From an optimization exercise on the open Yosys and OpenROAD flow, aimed at small area; shortcuts taken in it are not production practice. Power figures rest on the tool's default switching activity, not on a simulated workload.

## main
Design calc, start of the top module:
module calc(input wire clk,
            input wire btnac,
            input wire btnl,
            input wire btnr,
            input wire btnc,
            input wire btnd,
            input wire [15:0] sw,
            output wire [15:0] led);
==> flow/config.mk <==
export PLATFORM = sky130hd
export DESIGN_NAME = calc
export DESIGN_NICKNAME = calc
export VERILOG_FILES = /design/flow/design.v
export SDC_FILE = /design/flow/constraint.sdc
export NUM_CORES = 4
export LEC_CHECK = 0
export ABC_AREA = 0
export ABC_CLOCK_PERIOD_IN_PS = 10000
export CAP_MARGIN = 20
export CORE_MARGIN = 2
export CORE_UTILIZATION = 60
export CTS_BUF_LIST = sky130_fd_sc_hd__clkbuf_16
export CTS_CLUSTER_DIAMETER = 200
export CTS_CLUSTER_SIZE = 30
export SLEW_MARGIN = 20
export SYNTH_HIERARCHICAL = 1
export SYNTH_MINIMUM_KEEP_SIZE = 0
==> flow/constraint.sdc <==
create_clock -name core_clock -period 10.0 [get_ports {clk}]
set_input_delay 2.0000 -clock core_clock [delete_from_list [all_inputs] [get_ports {clk}]]
set_output_delay 2.0000 -clock core_clock [all_outputs]
set_load 0.01 [all_outputs]
standard.sh (not shown) runs the stock make flow with config.mk's settings and CLKGATE_MAP_FILE= SYNTH_SCRIPT=/design/flow/synth_recipe.tcl, a recipe that flattens the netlist after the stock synthesis.
==> flow/flow/run.sh <==
#!/bin/bash
# Standard layout, with two changes: the port buffers are the smallest
# buffer cell, and after floorplan every combinational cell gets the smallest
# drive strength that keeps timing (flow/downsize.tcl).
export BUFFER_PORTS_ARGS="-buffer_cell sky130_fd_sc_hd__buf_1"
export POST_FLOORPLAN_TCL="$PWD/flow/downsize.tcl"
bash standard.sh > standard.log 2>&1
==> flow/flow/downsize.tcl <==
# Run at the end of floorplan: give every combinational cell the smallest
# drive strength of its kind (drive 1) unless that lowers the worst setup
# slack by more than 20 ps.
set base_ws [sta::worst_slack_cmd max]
set n 0
foreach inst [get_cells *] {
  set ref [get_property $inst ref_name]
  if {![regexp {^(sky130_fd_sc_hd__[a-z0-9]+)_([0-9]+)$} $ref -> base drv]} { continue }
  if {[regexp {df|dl|clk|tap|fill|decap|conb|buf|inv} $base]} { continue }
  if {$drv <= 1} { continue }
  set cand [get_lib_cells -quiet */${base}_1]
  if {[llength $cand] == 0} { continue }
  replace_cell $inst [lindex $cand 0]
  if {[sta::worst_slack_cmd max] < $base_ws - 20e-12} {
    replace_cell $inst [lindex [get_lib_cells */$ref] 0]
  } else {
    incr n
  }
}
puts "downsize: $n cells set to drive 1, worst slack [sta::worst_slack_cmd max] (was $base_ws)"
Input changes introduced in the feature branch (baseline for comparison: main):
--- a/flow/config.mk
+++ b/flow/config.mk
@@ -11,7 +11,5 @@
 export CORE_MARGIN = 2
 export CORE_UTILIZATION = 60
-export CTS_BUF_LIST = sky130_fd_sc_hd__clkbuf_16
-export CTS_CLUSTER_DIAMETER = 200
-export CTS_CLUSTER_SIZE = 30
+export CTS_BUF_LIST = sky130_fd_sc_hd__clkbuf_8
 export SLEW_MARGIN = 20
 export SYNTH_HIERARCHICAL = 1
--- outcome ---
- The feature branch finished all stages; the layout is clean.
- Between main and the feature branch, the difference in combinational power is negligible.
- Looking at sum of internal, switching and leakage power across both flows, the feature branch is the stronger of the two, with main trailing.
- Worst setup slack: the feature branch < main
No functional check of the RTL was part of any run of this note.


Another version of the RTL of calc (not shown whole).
Size in the first run: ~240 cells after synthesis, ~38 I/O pins.
// calc
module calc(input wire clk,
            input wire btnac,
            input wire btnl,
            input wire btnr,
            input wire btnc,
            input wire btnd,
            input wire [15:0] sw,
            output wire [15:0] led);
    reg [15:0] acc;
    reg        btnc_d;
    reg [4:0]  cnt;
    reg        s7;       
    reg        cf;       
    assign led = acc;
    wire press = btnc & ~btnc_d;
    wire act   = press | (cnt != 5'd0);
    wire [1:0] hL, hC, hR, hYE, hP, hNN;
    wire CE, fill, mul, lsl;
    wire [2:0] op = {btnl, btnr, btnd};
    wire clr_n = ~btnac;
    wire a = acc[15];
    wire l = op[2], r = op[1], d = op[0];
    wire [3:0] k = cnt[4:1];
    wire ph  = cnt[0];
    wire big = |sw[15:5];
    wire kz  = (k == 4'd0);
    wire k1  = (k == 4'd1);
    wire k2  = (k == 4'd2);
    wire sh      = ~l & ~r;
    assign lsl   = sh & d;
    wire addsub  = ~l & r;
    wire sub     = addsub & d;
    assign mul   = l & ~r & ~d;
    wire logic_  = l & (r | d);
    wire nn      = l & (r ^ d);
    wire nor_    = l & ~r & d;
    wire [5:0] lt;
    assign lt[0] = 1'b0;
    genvar j;
    for (j = 0; j < 5; j = j + 1) begin : g_lt
  ...
Settings: LEC_CHECK=0, ABC_AREA=0, ABC_CLOCK_PERIOD_IN_PS=10000, CAP_MARGIN=20, CORE_MARGIN=2, CORE_UTILIZATION=60, CTS_BUF_LIST=sky130_fd_sc_hd__clkbuf_8, GPL_TIMING_DRIVEN=0, SLEW_MARGIN=20, SYNTH_HIERARCHICAL=1, SYNTH_MINIMUM_KEEP_SIZE=0; clock period 10.0 ns.
==> flow/flow/run.sh <==
#!/bin/bash
# Standard layout, with three changes: the port buffers are the smallest
# buffer cell, after floorplan every combinational cell gets the smallest
# drive strength that keeps timing (flow/downsize.tcl), and clock tree
# synthesis uses clkbuf_8 without a dummy load.
export BUFFER_PORTS_ARGS="-buffer_cell sky130_fd_sc_hd__buf_1"
export POST_FLOORPLAN_TCL="$PWD/flow/downsize.tcl"
export CTS_ARGS="-sink_clustering_enable -repair_clock_nets -dont_use_dummy_load -buf_list sky130_fd_sc_hd__clkbuf_8"
bash standard.sh > standard.log 2>&1
==> flow/flow/downsize.tcl <==
# Run at the end of floorplan: give every combinational cell the smallest
# drive strength of its kind (drive 1) unless that lowers the worst setup
# slack by more than 20 ps.
# Buffers from synthesis go first; the resizer buffers what needs it later.
remove_buffers
set base_ws [sta::worst_slack_cmd max]
set n 0
foreach inst [get_cells *] {
  set ref [get_property $inst ref_name]
  if {![regexp {^(sky130_fd_sc_hd__[a-z0-9]+)_([0-9]+)$} $ref -> base drv]} { continue }
  if {[regexp {df|dl|clk|tap|fill|decap|conb|buf|inv} $base]} { continue }
  if {$drv <= 1} { continue }
  set cand [get_lib_cells -quiet */${base}_1]
  if {[llength $cand] == 0} { continue }
  replace_cell $inst [lindex $cand 0]
  if {[sta::worst_slack_cmd max] < $base_ws - 20e-12} {
    replace_cell $inst [lindex [get_lib_cells */$ref] 0]
  } else {
    incr n
  }
}
puts "downsize: $n cells set to drive 1, worst slack [sta::worst_slack_cmd max] (was $base_ws)"
The first run produced a clean layout.
Then changed:
--- a/flow/flow/downsize.tcl
+++ b/flow/flow/downsize.tcl
@@ -3,4 +3,2 @@
 # slack by more than 20 ps.
-# Buffers from synthesis go first; the resizer buffers what needs it later.
-remove_buffers
 set base_ws [sta::worst_slack_cmd max]
--- a/flow/config.mk
+++ b/flow/config.mk
@@ -13,3 +13,2 @@
 export CTS_BUF_LIST = sky130_fd_sc_hd__clkbuf_8
-export GPL_TIMING_DRIVEN = 0
 export SLEW_MARGIN = 20
Core utilization went down by 0.20 points.
Area after synthesis is unchanged.
Cell area barely changes.
Wire length went down slightly.
Then changed:
--- a/flow/flow/downsize.tcl
+++ b/flow/flow/downsize.tcl
@@ -2,3 +2,5 @@
 # drive strength of its kind (drive 1) unless that lowers the worst setup
-# slack by more than 20 ps.
+# slack below 1 ns (or by more than 20 ps if it is already below).
+# Buffers from synthesis go first; the resizer buffers what needs it later.
+remove_buffers
 set base_ws [sta::worst_slack_cmd max]
@@ -13,3 +15,3 @@
   replace_cell $inst [lindex $cand 0]
-  if {[sta::worst_slack_cmd max] < $base_ws - 20e-12} {
+  if {[sta::worst_slack_cmd max] < min($base_ws - 20e-12, 1.0e-9)} {
     replace_cell $inst [lindex [get_lib_cells */$ref] 0]
--- a/flow/config.mk
+++ b/flow/config.mk
@@ -13,2 +13,3 @@
 export CTS_BUF_LIST = sky130_fd_sc_hd__clkbuf_8
+export GPL_TIMING_DRIVEN = 0
 export SLEW_MARGIN = 20
After rerunning: The changed run finished with timing, DRC and antenna clean. Non-clock buffer count falls by 2. Utilization is unchanged. Cell count fell by 0.63%. Register-to-register slack got worse by 0.17 ns. Worst setup slack is worse by 0.64 ns. Hold slack degrades by 0.047 ns. Die area stays the same. Final area is unchanged. Routed wire length is higher by 0.64%. Total power goes down by 1.1%.
Then changed:
--- a/flow/config.mk
+++ b/flow/config.mk
@@ -9,3 +9,3 @@
 export ABC_CLOCK_PERIOD_IN_PS = 10000
-export CAP_MARGIN = 20
+export CAP_MARGIN = 0
 export CORE_MARGIN = 2
@@ -14,3 +14,3 @@
 export GPL_TIMING_DRIVEN = 0
-export SLEW_MARGIN = 20
+export SLEW_MARGIN = 0
 export SYNTH_HIERARCHICAL = 1
After rerunning: Synthesized cell count does not change; wire length falls by 1.7%; combinational power stays flat; die area stays the same; critical path depth is unchanged; clock skew is about the same; via count falls by 0.44%; final area falls by 0.62%; sequential share of layout area rises by 0.14 points.
No functional check of the RTL was part of any run of this note.

## port drivers added, routing unchanged
The results above use ideal ports. As a check the final layouts listed here were re-extracted and re-timed, cells and wires unchanged.
Step 1 (the two cells are an assumption about what drives the block):
set clk [get_ports {clk}]
set_driving_cell -lib_cell sky130_fd_sc_hd__clkbuf_16 $clk
set_driving_cell -lib_cell sky130_fd_sc_hd__buf_2 [delete_from_list [all_inputs] $clk]
Step 2 adds t to the input delays and takes it off the output delays; t is the mean of the earliest and latest rising clock arrival at the registers after step 1. Input paths then give back, and output paths get back, about the clock's delay inside the block.
a / b / c = ideal ports / drivers / drivers and shift; a / b = the first two.
run | t, ns | setup slack, ns | clock arrival spread, ns | worst data-port slew with drivers (ns) | cell pins on the clock port's net
main | 0.288 | 1.350 / 1.363 / 1.074 | 0.001 / 0.001 | 0.03 | 1
the feature branch | 0.289 | 1.312 / 1.319 / 1.030 | 0.004 / 0.004 | 0.03 | 1
the first run of note 2 | 0.295 | 1.205 / 1.210 / 0.915 | 0.011 / 0.012 | 0.03 | 1
the second run of note 2 | 0.289 | 1.913 / 1.916 / 1.626 | 0.013 / 0.013 | 0.03 | 1
the third run of note 2 | 0.286 | 1.270 / 1.274 / 0.988 | 0.002 / 0.003 | 0.03 | 1
the fourth run of note 2 | 0.287 | 1.125 / 1.124 / 0.836 | 0.002 / 0.001 | 0.03 | 1
After both steps every run listed still meets setup and hold. The setup slack of the first run of note 2, which loses most, moves by +0.005 ns with the drivers and by -0.290 ns with both steps.
